What follows belongs to an exercise in optimizing a design on an open flow for small area; a production flow would make more cautious choices.
In this exercise RTL edits were held to simulation tests only and were not proved equivalent to the original.
The flow treats the clock pin as an ideal source. Dropping or thinning the clock tree relies on that and would not hold on a real chip.
Power and IR drop assume default switching activity.

==> module top_module_project, before the edit <==
module top_module_project(clk, reset, rx_in, tx_out, auth_out, tx_busy_out);
input  wire clk;
input  wire reset;
input  wire rx_in;
output wire tx_out;
output wire auth_out;
output wire tx_busy_out;
    reg [12:0] n;
    wire tick = n[12] & n[10] & n[6] & n[4] & n[3];
    always @(posedge clk or posedge reset)
        if (reset) n <= 13'd0;
        else       n <= tick ? 13'd1 : n + 13'd1;
    localparam R_PAR = 4'b1000, R_STOP = 4'b1001, R_VALID = 4'b1010,
               R_IDLE = 4'b1011, R_START = 4'b1111;
    reg [3:0] rs;
    wire rx_valid = (rs == R_VALID);
    wire rx_bit   = tick & ~rs[3];           
    always @(posedge clk or posedge reset)
        if (reset) rs <= R_IDLE;
        else case (rs)
            R_IDLE, R_VALID: rs <= rx_in ? R_IDLE : R_START;
            R_START: if (tick) rs <= rx_in ? R_IDLE : 4'b0000;
            R_STOP:  if (tick) rs <= rx_in ? R_VALID : R_IDLE;
            default: if (tick) rs <= rs + 4'd1;
        endcase
    reg        auth;
    reg  [1:0] cnt;
    reg  [7:0] A, r;
    reg        p;                            
    reg  [3:0] ts;                           
    wire [7:0] ch = (cnt == 2'd1) ? 8'h34 : (cnt == 2'd3) ? 8'h36 : 8'h31;
    wire       eq = (A == ch);
    wire       hold = ~auth | cnt[1];        
    wire       send = auth & (cnt == 2'd3);
    wire       early = (n[12:2] == 11'd0);   
    wire       m = ts[3];                    
    always @(posedge clk or posedge reset)
        if (reset) begin
            auth <= 1'b0;
            cnt  <= 2'd0;
        end else begin
            if (rx_valid | (send & tick)) cnt <= cnt + 2'd1;
            if (rx_valid & ~auth & (cnt == 2'd3)) auth <= m & eq;
        end
    wire op_sh = rx_bit & auth & (cnt == 2'd2) & ~rs[2];
    localparam T_PAR = 4'b1000, T_TAIL = 4'b1001, T_IDLE = 4'b1010, T_SB = 4'b1111;
    wire       o3 = ts[3], o2 = ts[2], o1 = ts[1], o0 = ts[0];
    wire       c  = p;
    wire       f  = o0;
    wire       win  = send & (n[12:8] == 5'd0);
    wire       proc = win & n[7] & ~n[3];
    wire [2:0] j    = n[2:0];
    wire [2:0] s    = n[6:4];
    wire       at_i = (j == ~s);
    wire       lastp = (s == 3'd7);
    wire       a = A[0];
    wire       b = r[0];
    wire       mul   = ~o3 & ~o2 & o1;               
    wire       sub   = ~o3 & ~o2 & ~o1 & o0;         
    wire       arith = ~o3 & ~o2;                    
    wire       lg    = ~o3 & o2;                     
    wire       shl   = o3 & ~o2 & ~o1 & ~o0;         
    wire       shr   = o3 & ~o2 & ~o1 & o0;          
    wire       act   = mul | lastp;                  
    wire       isor = lg & ~o1 & o0;
    wire       y    = a & (f | ~mul | at_i);
    wire       ci   = c | isor;
    wire       ys   = y ^ sub;
    wire       fa_s = b ^ y ^ ci;
    wire       fa_c = (ys & b) | (ys & ci) | (b & ci);
    wire       out  = ~act ? b :
                      (arith | (lg & ~(o1 & o0))) ? (((mul & at_i) | (lg & ~o1)) ? fa_c : fa_s) :
                      lg  ? ~a :
                      shl ? c :
                      shr ? (A[1] & (j != 3'd7)) : 1'b0;
    wire       c_n = proc & (j != 3'd7) & act & ((arith & ~(mul & at_i) & fa_c) | (shl & a));
    wire       f_n = (j != 3'd7) & (at_i ? b : f);
    wire a_rx  = rx_bit & (~auth | (cnt == 2'd0));
    wire a_rot = proc | (win & ((n[3:0] == 4'd8) | (early & n[0])));
    always @(posedge clk)
        if (a_rx | a_rot) A <= {a_rot ? A[0] : rx_in, A[7:1]};
    wire tx_d  = ~hold & ~ts[3];                  
    wire tx_sh = tick & tx_d & (ts[2:0] != 3'd7);
    wire r_rx  = rx_bit & auth & (cnt == 2'd1);
    always @(posedge clk)
        if (proc | tx_sh | r_rx) r <= {proc ? out : rx_in, r[7:1]};
    always @(posedge clk or posedge reset)
        if (reset)                                ts <= T_IDLE;
        else if (rx_valid & ~auth)                ts <= (cnt == 2'd3) ? T_IDLE : {eq & ((cnt == 2'd0) | m), 3'b000};
        else if (send & tick)                     ts <= T_SB;
        else if (op_sh)                           ts <= {rx_in, ts[3:1]};
        else if (send & early & n[0])             ts[3] <= o3 | (~o2 & o1 & o0);
        else if (proc & mul)                      ts[0] <= f_n;
        else if (~hold & tick & (ts != T_IDLE))   ts <= ts + 4'd1;
    always @(posedge clk)
        if (send) p <= c_n;
        else if (tick & ~hold) p <= (ts == T_SB) ? 1'b0 : ts[3] ? p : (p ^ r[0]);
    assign tx_out      = hold ? 1'b1 : (ts == T_SB) ? 1'b0 : ~ts[3] ? r[0] : (ts == T_PAR) ? p : 1'b1;
    assign tx_busy_out = hold ? (send & ~early) : (ts != T_IDLE);
    assign auth_out    = auth;
endmodule
Settings: LEC_CHECK=0, CAP_MARGIN=20, CORE_MARGIN=2, CORE_UTILIZATION=65, SLEW_MARGIN=20; clock period 6.0 ns.
standard.sh (not shown) runs the stock make flow with config.mk's settings and CLKGATE_MAP_FILE= SYNTH_SCRIPT=/design/flow/synth_recipe.tcl, a recipe that flattens the netlist after the stock synthesis.
==> flow/flow/run.sh <==
#!/bin/bash
# The standard layout (standard.sh) with three changes, all made through a
# copy of the ORFS scripts folder:
#  - synthesis: ABC maps with the area script flow/abc_area.script, and adders are
#    left to ABC rather than mapped to adder cells first (registers are unchanged);
#  - clock tree: instead of TritonCTS's H-tree, the clock sinks are split into
#    three groups by position, each driven by one clock buffer placed at its
#    centroid (flow/split_clock.tcl); the clock port drives only these buffers;
#  - port buffers use the smallest buffer cell.
set -euo pipefail
W=$(pwd)
S="$W/scripts_mod"
rm -rf "$S"
cp -r "$FLOW_HOME/scripts" "$S"
cp "$W/flow/abc_area.script" "$S/abc_area.script"
cp "$W/flow/split_clock.tcl" "$S/split_clock.tcl"
grep -q '^log_cmd clock_tree_synthesis {\*}$cts_args$' "$S/cts.tcl"
sed -i 's|^log_cmd clock_tree_synthesis {\*}$cts_args$|source $::env(SCRIPTS_DIR)/split_clock.tcl\nsplit_buffer_clock clk sky130_fd_sc_hd__buf_6 3\nset_propagated_clock [all_clocks]|' "$S/cts.tcl"
SCRIPTS_DIR="$S" ABC_AREA=1 ADDER_MAP_FILE= bash standard.sh synth > synth.log 2>&1
SCRIPTS_DIR="$S" BUFFER_PORTS_ARGS="-buffer_cell sky130_fd_sc_hd__buf_1" bash standard.sh > layout.log 2>&1
Other scripts of this flow, unchanged in this note and not shown: flow/flow/abc_area.script, flow/flow/split_clock.tcl
The baseline completed without violations.
==> next run, changes <==
--- a/flow/design.v
+++ b/flow/design.v
@@ -27,13 +27,12 @@
     reg        auth;
     reg  [1:0] cnt;
+    reg        m;                            
     reg  [7:0] A, r;
     reg        p;                            
-    reg  [3:0] ts;                           
     wire [7:0] ch = (cnt == 2'd1) ? 8'h34 : (cnt == 2'd3) ? 8'h36 : 8'h31;
     wire       eq = (A == ch);
-    wire       hold = ~auth | cnt[1];        
+    wire       hold = auth & cnt[1];         
     wire       send = auth & (cnt == 2'd3);
     wire       early = (n[12:2] == 11'd0);   
-    wire       m = ts[3];                    
     always @(posedge clk or posedge reset)
         if (reset) begin
@@ -45,8 +44,12 @@
         end
     wire op_sh = rx_bit & auth & (cnt == 2'd2) & ~rs[2];
+    always @(posedge clk)
+        if (rx_valid & ~auth)
+            m <= eq & ((cnt == 2'd0) | m);
+        else if (op_sh)
+            m <= p;
     localparam T_PAR = 4'b1000, T_TAIL = 4'b1001, T_IDLE = 4'b1010, T_SB = 4'b1111;
-    wire       o3 = ts[3], o2 = ts[2], o1 = ts[1], o0 = ts[0];
-    wire       c  = p;
-    wire       f  = o0;
+    reg [3:0] ts;
+    wire       c = ts[2], f = ts[3];
     wire       win  = send & (n[12:8] == 5'd0);
     wire       proc = win & n[7] & ~n[3];
@@ -57,12 +60,13 @@
     wire       a = A[0];
     wire       b = r[0];
-    wire       mul   = ~o3 & ~o2 & o1;               
-    wire       sub   = ~o3 & ~o2 & ~o1 & o0;         
-    wire       arith = ~o3 & ~o2;                    
+    wire       o3 = ts[1], o2 = ts[0];
+    wire       mul   = ~o3 & ~o2 & p & ~m;           
+    wire       sub   = ~o3 & ~o2 & ~p & m;           
+    wire       arith = ~o3 & ~o2 & ~(p & m);         
     wire       lg    = ~o3 & o2;                     
-    wire       shl   = o3 & ~o2 & ~o1 & ~o0;         
-    wire       shr   = o3 & ~o2 & ~o1 & o0;          
+    wire       shl   = o3 & ~o2 & ~p & ~m;           
+    wire       shr   = o3 & ~o2 & ~p & m;            
     wire       act   = mul | lastp;                  
-    wire       isor = lg & ~o1 & o0;
+    wire       isor = lg & ~p & m;
     wire       y    = a & (f | ~mul | at_i);
     wire       ci   = c | isor;
@@ -71,10 +75,10 @@
     wire       fa_c = (ys & b) | (ys & ci) | (b & ci);
     wire       out  = ~act ? b :
-                      (arith | (lg & ~(o1 & o0))) ? (((mul & at_i) | (lg & ~o1)) ? fa_c : fa_s) :
+                      (arith | (lg & ~(p & m))) ? (((mul & at_i) | (lg & ~p)) ? fa_c : fa_s) :
                       lg  ? ~a :
                       shl ? c :
                       shr ? (A[1] & (j != 3'd7)) : 1'b0;
     wire       c_n = proc & (j != 3'd7) & act & ((arith & ~(mul & at_i) & fa_c) | (shl & a));
-    wire       f_n = (j != 3'd7) & (at_i ? b : f);
+    wire       f_n = proc & (j != 3'd7) & (at_i ? b : f);
     wire a_rx  = rx_bit & (~auth | (cnt == 2'd0));
     wire a_rot = proc | (win & ((n[3:0] == 4'd8) | (early & n[0])));
@@ -87,16 +91,14 @@
         if (proc | tx_sh | r_rx) r <= {proc ? out : rx_in, r[7:1]};
     always @(posedge clk or posedge reset)
-        if (reset)                                ts <= T_IDLE;
-        else if (rx_valid & ~auth)                ts <= (cnt == 2'd3) ? T_IDLE : {eq & ((cnt == 2'd0) | m), 3'b000};
-        else if (send & tick)                     ts <= T_SB;
-        else if (op_sh)                           ts <= {rx_in, ts[3:1]};
-        else if (send & early & n[0])             ts[3] <= o3 | (~o2 & o1 & o0);
-        else if (proc & mul)                      ts[0] <= f_n;
-        else if (~hold & tick & (ts != T_IDLE))   ts <= ts + 4'd1;
+        if (reset)                      ts <= T_IDLE;
+        else if (send & tick)           ts <= T_SB;
+        else if (send)                  ts[3:2] <= {f_n, c_n};
+        else if (op_sh)                 ts[1:0] <= {rx_in, ts[1]};
+        else if (~hold & tick & (ts != T_IDLE)) ts <= ts + 4'd1;
     always @(posedge clk)
-        if (send) p <= c_n;
+        if (op_sh) p <= ts[0];
         else if (tick & ~hold) p <= (ts == T_SB) ? 1'b0 : ts[3] ? p : (p ^ r[0]);
     assign tx_out      = hold ? 1'b1 : (ts == T_SB) ? 1'b0 : ~ts[3] ? r[0] : (ts == T_PAR) ? p : 1'b1;
-    assign tx_busy_out = hold ? (send & ~early) : (ts != T_IDLE);
+    assign tx_busy_out = hold ? (cnt[0] & ~early) : (ts != T_IDLE);
     assign auth_out    = auth;
 endmodule
The changed run completed without violations.
Routed wire length went down by 2.0%.
Die area went down by about 0.8%.
Final cell count went down by about 3%.
Flip-flop and latch count went up by 1.
Design area went down by 0.81%.
Via count went down by about 6%.
Hold slack is about the same.
First-iteration DRC count went up by 8.2%.
Sequential power went up by about 2%.
Synthesized area went down by 0.85%.
Combinational power went up by about 7%.
Total power went up by 2.4%.
Clock skew went down by 0.0082 ns.
Maximum frequency went up by 2.1%.
In every run of this note, the design's own scripts or RTL, not TritonCTS, make the clock network.

-- re-timing with driven ports --
The results above use ideal ports. As a check the final layouts listed here were re-extracted and re-timed, cells and wires unchanged. Step 1: set_driving_cell puts a clkbuf_16 on clk and a buf_2 on each other input, an assumption about the parent block. Step 2 adds t to the input delays and takes it off the output delays; t is the mean of the earliest and latest rising clock arrival at the registers after step 1. Input paths then give back, and output paths get back, about the clock's delay inside the block. a / b / c = ideal ports / drivers / drivers and shift; a / b = the first two.
run	shift t [ns]	setup WS [ns]	hold WS [ns]	worst data-port slew with drivers (ns)	pins driven straight from the clock port
the first run	0.162	3.283 / 3.236 / 3.398	0.432 / 0.432 / 0.432	0.03	3
the second run	0.166	3.340 / 3.293 / 3.459	0.430 / 0.430 / 0.430	0.03	3
After both steps every run listed still meets setup and hold.
